This is an optimization exercise on Yosys and OpenROAD, whose aim is small area, not a production implementation. In this exercise RTL edits were held to simulation tests only and were not proved equivalent to the original. Power figures rest on the tool's default switching activity, not on a simulated workload.

Setup of run 1:
==> flow/design.v <==
`timescale 1ns / 1ps
module baud_rate_generator (
    input        clk,
    input        rst,
    input        load_div,
    input  [7:0] dll,
    input  [7:0] dlm,
    input        dll_ok,
    input        dlm_ok,
    output reg   tick16,
    output       baud_tick
);
    reg [15:0] ncnt;     
    reg [3:0]  sub;
    wire        loaded = dll_ok | dlm_ok;
    wire [15:0] div = loaded ? {dlm & {8{dlm_ok}}, dll & {8{dll_ok}}} : 16'd651;
    wire        hit = (ncnt == 16'hfffe);    
    always @(posedge clk or posedge rst) begin
        if (rst) begin
            ncnt   <= ~16'd651;
            sub    <= 4'd0;
            tick16 <= 1'b0;
        end else begin
            ncnt   <= (load_div | hit) ? ~div : ncnt + 16'd1;
            tick16 <= ~load_div & hit;
            if (load_div)  sub <= 4'd0;
            else if (hit)  sub <= sub + 4'd1;
        end
    end
    assign baud_tick = tick16 & (sub == 4'd0);
endmodule
`timescale 1ns / 1ps
module fifo (
    input        clk,
    input        rst,
    input        wr_en,
    input        rd_en,
    input  [7:0] din,
    output [7:0] dout,
    output       full,
    output       empty
);
    reg [127:0] mem;
    reg [4:0]   head;
    assign empty = head[4];
    assign full  = (head == 5'd15);
    assign dout  = mem[head[3:0]*8 +: 8];
    wire do_wr = wr_en & ~full;
    wire do_rd = rd_en & ~empty;
    always @(posedge clk)
        if (do_wr) mem <= {mem[119:0], din};
    always @(posedge clk or posedge rst) begin
        if (rst)
            head <= 5'h1f;
        else if (do_wr & ~do_rd)
            head <= head + 5'd1;
        else if (do_rd & ~do_wr)
            head <= head - 5'd1;
    end
endmodule
`timescale 1ns / 1ps
module registers (
    input            clk,
    input            rst,
    input            cs,
    input            wr,
    input      [2:0] addr,
    input      [7:0] wdata,
    output reg [7:0] dll,
    output reg [7:0] dlm,
    output reg [7:0] ier,
    output reg [7:0] lcr,
    output reg [7:0] scr,
    output reg       dll_ok,
    output reg       dlm_ok,
    output reg       ier_ok,
    output reg       scr_ok,
    output reg       write_thr,
    output reg       load_div,
    output reg       frst_tx,
    output reg       frst_rx
);
    wire dlab = lcr[7];
    wire wen  = cs & wr;
    wire we_dll = wen & (addr == 3'd0) & dlab;
    wire we_dlm = wen & (addr == 3'd1) & dlab;
    wire we_ier = wen & (addr == 3'd1) & ~dlab;
    wire we_scr = wen & (addr == 3'd7);
    always @(posedge clk or posedge rst) begin
        if (rst) begin
            lcr       <= 8'd0;
            dll_ok    <= 1'b0;
            dlm_ok    <= 1'b0;
            ier_ok    <= 1'b0;
            scr_ok    <= 1'b0;
            write_thr <= 1'b0;
            load_div  <= 1'b0;
            frst_tx   <= 1'b0;
            frst_rx   <= 1'b0;
        end else begin
            write_thr <= wen & (addr == 3'd0) & ~dlab;
            load_div  <= we_dll | we_dlm;
            frst_rx   <= wen & (addr == 3'd2) & wdata[1];
            frst_tx   <= wen & (addr == 3'd2) & wdata[2];
            if (we_dll) dll_ok <= 1'b1;
            if (we_dlm) dlm_ok <= 1'b1;
            if (we_ier) ier_ok <= 1'b1;
            if (we_scr) scr_ok <= 1'b1;
            if (wen & (addr == 3'd3)) lcr <= wdata;
        end
    end
    always @(posedge clk) begin
        if (we_dll) dll <= wdata;
        if (we_dlm) dlm <= wdata;
        if (we_ier) ier <= wdata;
        if (we_scr) scr <= wdata;
    end
endmodule
`timescale 1ns / 1ps
module tx (
    input        clk,
    input        rst,
    input        baud_tick,
    input        fifo_empty,
    input  [7:0] fifo_dout,
    input  [7:0] lcr,
    output       pop,
    output       idle,
    output reg   stx
);
    localparam IDLE = 3'd0, START = 3'd1, DATA = 3'd2, PAR = 3'd3, STOP = 3'd4;
    reg [2:0] st;
    reg [2:0] bitc;
    reg [7:0] dat;
    reg       par;
    wire [2:0] last = {1'b1, lcr[1:0]};    
    assign idle = (st == IDLE);
    assign pop  = idle & ~fifo_empty;
    always @(posedge clk or posedge rst) begin
        if (rst) begin
            st  <= IDLE;
            par <= 1'b0;
        end else begin
            case (st)
                IDLE:  if (pop) st <= START;
                START: if (baud_tick) st <= DATA;
                DATA:  if (baud_tick && bitc == last) st <= lcr[3] ? PAR : STOP;
                PAR:   if (baud_tick) st <= STOP;
                STOP:  if (baud_tick) st <= IDLE;
                default: st <= st;
            endcase
            if (baud_tick && st == START && lcr[3])
                par <= lcr[4] ? ~^dat : ^dat;
        end
    end
    always @(posedge clk) begin
        if (pop) dat <= fifo_dout;
        if (st != DATA)                   bitc <= 3'd0;
        else if (baud_tick && bitc < last) bitc <= bitc + 3'd1;
    end
    always @(*) begin
        case (st)
            START:   stx = 1'b0;
            DATA:    stx = dat[bitc];
            PAR:     stx = par;
            default: stx = 1'b1;
        endcase
    end
endmodule
`timescale 1ns / 1ps
module rx (
    input            clk,
    input            rst,
    input            tick16,
    input            srx,
    input      [7:0] lcr,
    output     [7:0] sh,
    output reg       done,
    output reg       ferr
);
    localparam IDLE = 2'd0, START = 2'd3, DATA = 2'd2, STOP = 2'd1;
    reg [1:0] sync;
    reg [1:0] st;
    reg [3:0] os;
    reg [2:0] bitc;
    reg [4:0] sh_lo;    
    reg [2:0] sh_hi;
    wire s = sync[1];
    always @(posedge clk) sync <= {sync[0], srx};
    wire [2:0] last = {1'b1, lcr[1:0]};
    wire smp  = tick16 & (os == 4'd1);
    wire bend = tick16 & (os == 4'd8);
    assign sh = {sh_hi, sh_lo};
    always @(posedge clk or posedge rst) begin
        if (rst) begin
            st    <= IDLE;
            done  <= 1'b0;
            ferr  <= 1'b0;
            sh_hi <= 3'd0;
        end else begin
            done <= (st == STOP) & bend;
            ferr <= ((st == START) & bend & s) | ((st == STOP) & smp & ~s);
            case (st)
                IDLE:  if (~s) st <= START;
                START: if (bend) st <= s ? IDLE : DATA;
                DATA:  if (bend && bitc == last) st <= STOP;
                STOP:  if (bend) st <= IDLE;
            endcase
            if (st == DATA && smp) begin
                if (bitc == 3'd5) sh_hi[0] <= s;
                if (bitc == 3'd6) sh_hi[1] <= s;
                if (bitc == 3'd7) sh_hi[2] <= s;
            end
        end
    end
    always @(posedge clk) begin
        if (st == IDLE)  os <= 4'd0;
        else if (tick16) os <= os + 4'd1;
        if (st != DATA)  bitc <= 3'd0;
        else if (bend)   bitc <= bitc + 3'd1;
        if (st == DATA && smp) begin
            if (bitc == 3'd0) sh_lo[0] <= s;
            if (bitc == 3'd1) sh_lo[1] <= s;
            if (bitc == 3'd2) sh_lo[2] <= s;
            if (bitc == 3'd3) sh_lo[3] <= s;
            if (bitc == 3'd4) sh_lo[4] <= s;
        end
    end
endmodule
`timescale 1ns / 1ps
module uart_16550 (
    input         clk,
    input         rst,
    input         cs,
    input         wr,
    input  [2:0]  addr,
    input  [7:0]  wdata,
    output reg [7:0] rdata,
    output        irq,
    input         rx,
    output        tx,
    output        out1,
    output        out2
);
    wire [7:0] dll, dlm, ier, lcr, scr;
    wire       dll_ok, dlm_ok, ier_ok, scr_ok;
    wire       write_thr, load_div, frst_tx, frst_rx;
    wire       tick16, baud_tick;
    wire [7:0] txf_dout, rxf_dout, rsh;
    wire       txf_full, txf_empty, rxf_full, rxf_empty;
    wire       tx_pop, tx_idle;
    wire       rx_done, ferr;
    reg        rxf_wr;
    wire dlab     = lcr[7];
    wire read_rbr = cs & ~wr & (addr == 3'd0) & ~dlab;
    registers reg_file (
        .clk(clk), .rst(rst), .cs(cs), .wr(wr), .addr(addr), .wdata(wdata),
        .dll(dll), .dlm(dlm), .ier(ier), .lcr(lcr), .scr(scr),
        .dll_ok(dll_ok), .dlm_ok(dlm_ok), .ier_ok(ier_ok), .scr_ok(scr_ok),
        .write_thr(write_thr), .load_div(load_div), .frst_tx(frst_tx), .frst_rx(frst_rx)
    );
    baud_rate_generator baud_gen (
        .clk(clk), .rst(rst), .load_div(load_div), .dll(dll), .dlm(dlm),
        .dll_ok(dll_ok), .dlm_ok(dlm_ok),
        .tick16(tick16), .baud_tick(baud_tick)
    );
    fifo tx_fifo (
        .clk(clk), .rst(rst | frst_tx),
        .wr_en(write_thr), .rd_en(tx_pop), .din(wdata),
        .dout(txf_dout), .full(txf_full), .empty(txf_empty)
    );
    always @(posedge clk or posedge rst)
        if (rst) rxf_wr <= 1'b0;
        else     rxf_wr <= rx_done;
    fifo rx_fifo (
        .clk(clk), .rst(rst | frst_rx),
        .wr_en(rxf_wr), .rd_en(read_rbr), .din(rsh),
        .dout(rxf_dout), .full(rxf_full), .empty(rxf_empty)
    );
    tx transmitter (
        .clk(clk), .rst(rst), .baud_tick(baud_tick),
        .fifo_empty(txf_empty), .fifo_dout(txf_dout), .lcr(lcr),
        .pop(tx_pop), .idle(tx_idle), .stx(tx)
    );
    rx receiver (
        .clk(clk), .rst(rst), .tick16(tick16), .srx(rx), .lcr(lcr),
        .sh(rsh), .done(rx_done), .ferr(ferr)
    );
    wire [7:0] lsr = {1'b0, tx_idle & txf_empty, tx_idle, ferr, 1'b0, 1'b0,
                      rxf_full & rx_done, ~rxf_empty};
    wire rd    = cs & ~wr;
    wire s_dll = rd & (addr == 3'd0) & dlab & dll_ok;
    wire s_rbr = rd & (addr == 3'd0) & ~dlab & ~rxf_empty;
    wire s_dlm = rd & (addr == 3'd1) & dlab & dlm_ok;
    wire s_ier = rd & (addr == 3'd1) & ~dlab & ier_ok;
    wire s_iir = rd & (addr == 3'd2);
    wire s_lcr = rd & (addr == 3'd3);
    wire s_lsr = rd & (addr == 3'd5);
    wire s_scr = rd & (addr == 3'd7) & scr_ok;
    always @(*) begin
        rdata = ({8{s_dll}} & dll) | ({8{s_rbr}} & rxf_dout) | ({8{s_dlm}} & dlm) |
                ({8{s_ier}} & ier) | ({8{s_lcr}} & lcr) | ({8{s_lsr}} & lsr) |
                ({8{s_scr}} & scr) | {5'd0, s_iir, 2'd0};
    end
    assign irq  = ~rxf_empty & ier[0] & ier_ok;
    assign out1 = 1'b0;
    assign out2 = 1'b0;
endmodule
clock: 10.0 ns
lec_check: 0
cap_margin: 20
core_margin: 2
core_utilization: 50
place_density: 0.65
slew_margin: 20
standard.sh (not shown) runs the stock make flow with config.mk's settings and CLKGATE_MAP_FILE= SYNTH_SCRIPT=/design/flow/synth_recipe.tcl, a recipe that flattens the netlist after the stock synthesis.
==> flow/flow/run.sh <==
#!/bin/bash
# Layout flow: the standard ORFS flow (standard.sh) with three changes.
#  1. Synthesis is synth_recipe.tcl unchanged except that Yosys's abc pass maps
#     the combinational logic with flow/area.abc, an area-oriented ABC script,
#     instead of ORFS's speed script. Registers are mapped before abc runs, so
#     they are the same cells with the same names as in the standard synthesis.
#  2. CTS uses clkbuf_16 only, with larger sink clusters, and no dummy loads.
#  3. The port buffers are buf_1 cells.
# Every tool's output goes to orfs/logs (ORFS's own per-step logs) and to
# flow.log in this folder.
set -euo pipefail
W=$(pwd)

{
  printf 'proc abc {args} {\n'
  printf '  set i [lsearch -exact $args -script]\n'
  printf '  if {$i >= 0} { lset args [expr {$i + 1}] %s }\n' "$W/flow/area.abc"
  printf '  yosys abc {*}$args\n'
  printf '}\n'
  cat synth_recipe.tcl
} > own_synth.tcl
sed "s#$W/synth_recipe.tcl#$W/own_synth.tcl#g" standard.sh > own_standard.sh
grep -q own_synth.tcl own_standard.sh

export CTS_ARGS="-sink_clustering_enable -repair_clock_nets -dont_use_dummy_load -buf_list sky130_fd_sc_hd__clkbuf_8 -sink_clustering_size 16 -sink_clustering_max_diameter 70"
export BUFFER_PORTS_ARGS="-buffer_cell sky130_fd_sc_hd__buf_1"

bash own_standard.sh > flow.log 2>&1
test -f out/final.def
==> flow/flow/area.abc <==
&get -n
&st
&syn2
&synch2
&put
dch -f
amap
Run 1: full flow OK, the timing, DRC and antenna checks passed
diff inputs: run 1 => run 2
- CAP_MARGIN: 20 -> 0
- PLACE_DENSITY: 0.65 -> 0.75
- CORE_UTILIZATION: 50 -> 60
- SLEW_MARGIN: 20 -> 0
--- a/flow/flow/run.sh
+++ b/flow/flow/run.sh
@@ -23,5 +23,5 @@
 grep -q own_synth.tcl own_standard.sh
 
-export CTS_ARGS="-sink_clustering_enable -repair_clock_nets -dont_use_dummy_load -buf_list sky130_fd_sc_hd__clkbuf_8 -sink_clustering_size 16 -sink_clustering_max_diameter 70"
+export CTS_ARGS="-sink_clustering_enable -repair_clock_nets -dont_use_dummy_load -buf_list sky130_fd_sc_hd__clkbuf_8 -sink_clustering_size 18 -sink_clustering_max_diameter 70"
 export BUFFER_PORTS_ARGS="-buffer_cell sky130_fd_sc_hd__buf_1"
 
==> results.txt <==
For run 2, the critical path startpoint was wr, unlike run 1, where it was rx_fifo.head[1]. Non-clock buffering overhead in the final layout delta (run 2 -> run 1): insignificant. For the logic depth of the worst path, buffers included, run 2 came in 1 higher than run 1 did. The run showing the smaller portion of the clock cycle consumed by the worst path in the final layout is run 2. Run 2 | stages: all done | timing, DRC, antenna: all pass. Per-cell routed wire length: run 2 > run 1. Looking at first-pass iteration count of the detailed router across run 1 and run 2, the one that comes out lower is run 1. Compared with run 1, run 2 shows detailed-route wire length that has gone down slightly. Against run 1, run 2 reports a time the final worst path needs with I/O delays and setup that is lower. On register-to-register slack, run 1 loses to run 2. In the flow results for run 1 and run 2, the final design instance area without fill is larger on run 1. Lower power goes to run 2 over run 1. Worst hold margin for run 2: 5.6 ps up relative to run 1.
Input-level comparison between run 3 and run 2:
- changing PLACE_DENSITY from 0.75 to 0.65
- changing CORE_UTILIZATION from 60 to 50
- changing SLEW_MARGIN from 0 to 20
- changing CAP_MARGIN from 0 to 20
--- a/flow/flow/run.sh
+++ b/flow/flow/run.sh
@@ -23,5 +23,5 @@
 grep -q own_synth.tcl own_standard.sh
 
-export CTS_ARGS="-sink_clustering_enable -repair_clock_nets -dont_use_dummy_load -buf_list sky130_fd_sc_hd__clkbuf_8 -sink_clustering_size 18 -sink_clustering_max_diameter 70"
+export CTS_ARGS="-sink_clustering_enable -repair_clock_nets -dont_use_dummy_load -buf_list sky130_fd_sc_hd__clkbuf_8 -sink_clustering_size 17 -sink_clustering_max_diameter 70"
 export BUFFER_PORTS_ARGS="-buffer_cell sky130_fd_sc_hd__buf_1"
 
## What came out
- Run 3: PASS, flow complete, no timing, DRC or antenna violations
- Changes observed in run 3 relative to run 2: worst-skew pair later-pin latency held steady, layout overhead on the synthesized area grew by 0.80 points, worst hold slack shrank by 5.6 ps, overall power after layout grew by about 0.4%, via total after detailed routing shrank by 0.87%.
- Diff run 2 -> run 3: total number of cells along the worst setup path has decreased, area enclosed by the die boundary increased by 5000 µm² relative to the old numbers.
#### Input delta (run 4 over run 3)
--- a/flow/flow/run.sh
+++ b/flow/flow/run.sh
@@ -23,5 +23,5 @@
 grep -q own_synth.tcl own_standard.sh
 
-export CTS_ARGS="-sink_clustering_enable -repair_clock_nets -dont_use_dummy_load -buf_list sky130_fd_sc_hd__clkbuf_8 -sink_clustering_size 17 -sink_clustering_max_diameter 70"
+export CTS_ARGS="-sink_clustering_enable -repair_clock_nets -dont_use_dummy_load -buf_list sky130_fd_sc_hd__clkbuf_8 -sink_clustering_size 17 -sink_clustering_max_diameter 65"
 export BUFFER_PORTS_ARGS="-buffer_cell sky130_fd_sc_hd__buf_1"
 
==> results.txt <==
From run 3 to run 4 the numbers moved as follows: via count decreased 40, worst setup slack increased 6.2 ps, met2 usage in global routing increased 0.16 points, total wire length essentially unchanged, routing usage on met3 essentially unchanged. Run 4 gives less detailed-route vias per instance than run 3 did.

[port drivers added, routing unchanged]
In the flow no input, the clock included, has a driving cell. The finished layouts below were timed again as built, in two steps.
Step 1, drivers: a clkbuf_16 drives clk and a buf_2 each remaining input, both assumed.
Step 2 moves the port delays by t, midway between the first and last clock arrival at a register: inputs arrive t later, outputs are due t later. That takes back most of the time a late clock gives input paths.
Slacks: no drivers / after step 1 / after step 2; pairs: no drivers / after step 1.
run	t (ns)	slack for setup (ns)	worst data-port slew with drivers (ns)	cell pins on the clock port's net
run 1	0.609	3.322 / 3.277 / 3.886	0.03	1
run 2	0.591	3.971 / 3.952 / 3.952	0.03	1
run 3	0.613	3.322 / 3.277 / 3.890	0.03	1
run 4	0.609	3.328 / 3.284 / 3.893	0.03	1
After both steps setup and hold are still met in every run listed. The setup slack of run 2, which loses most, moves by -0.019 ns with the drivers and by -0.019 ns with both steps.
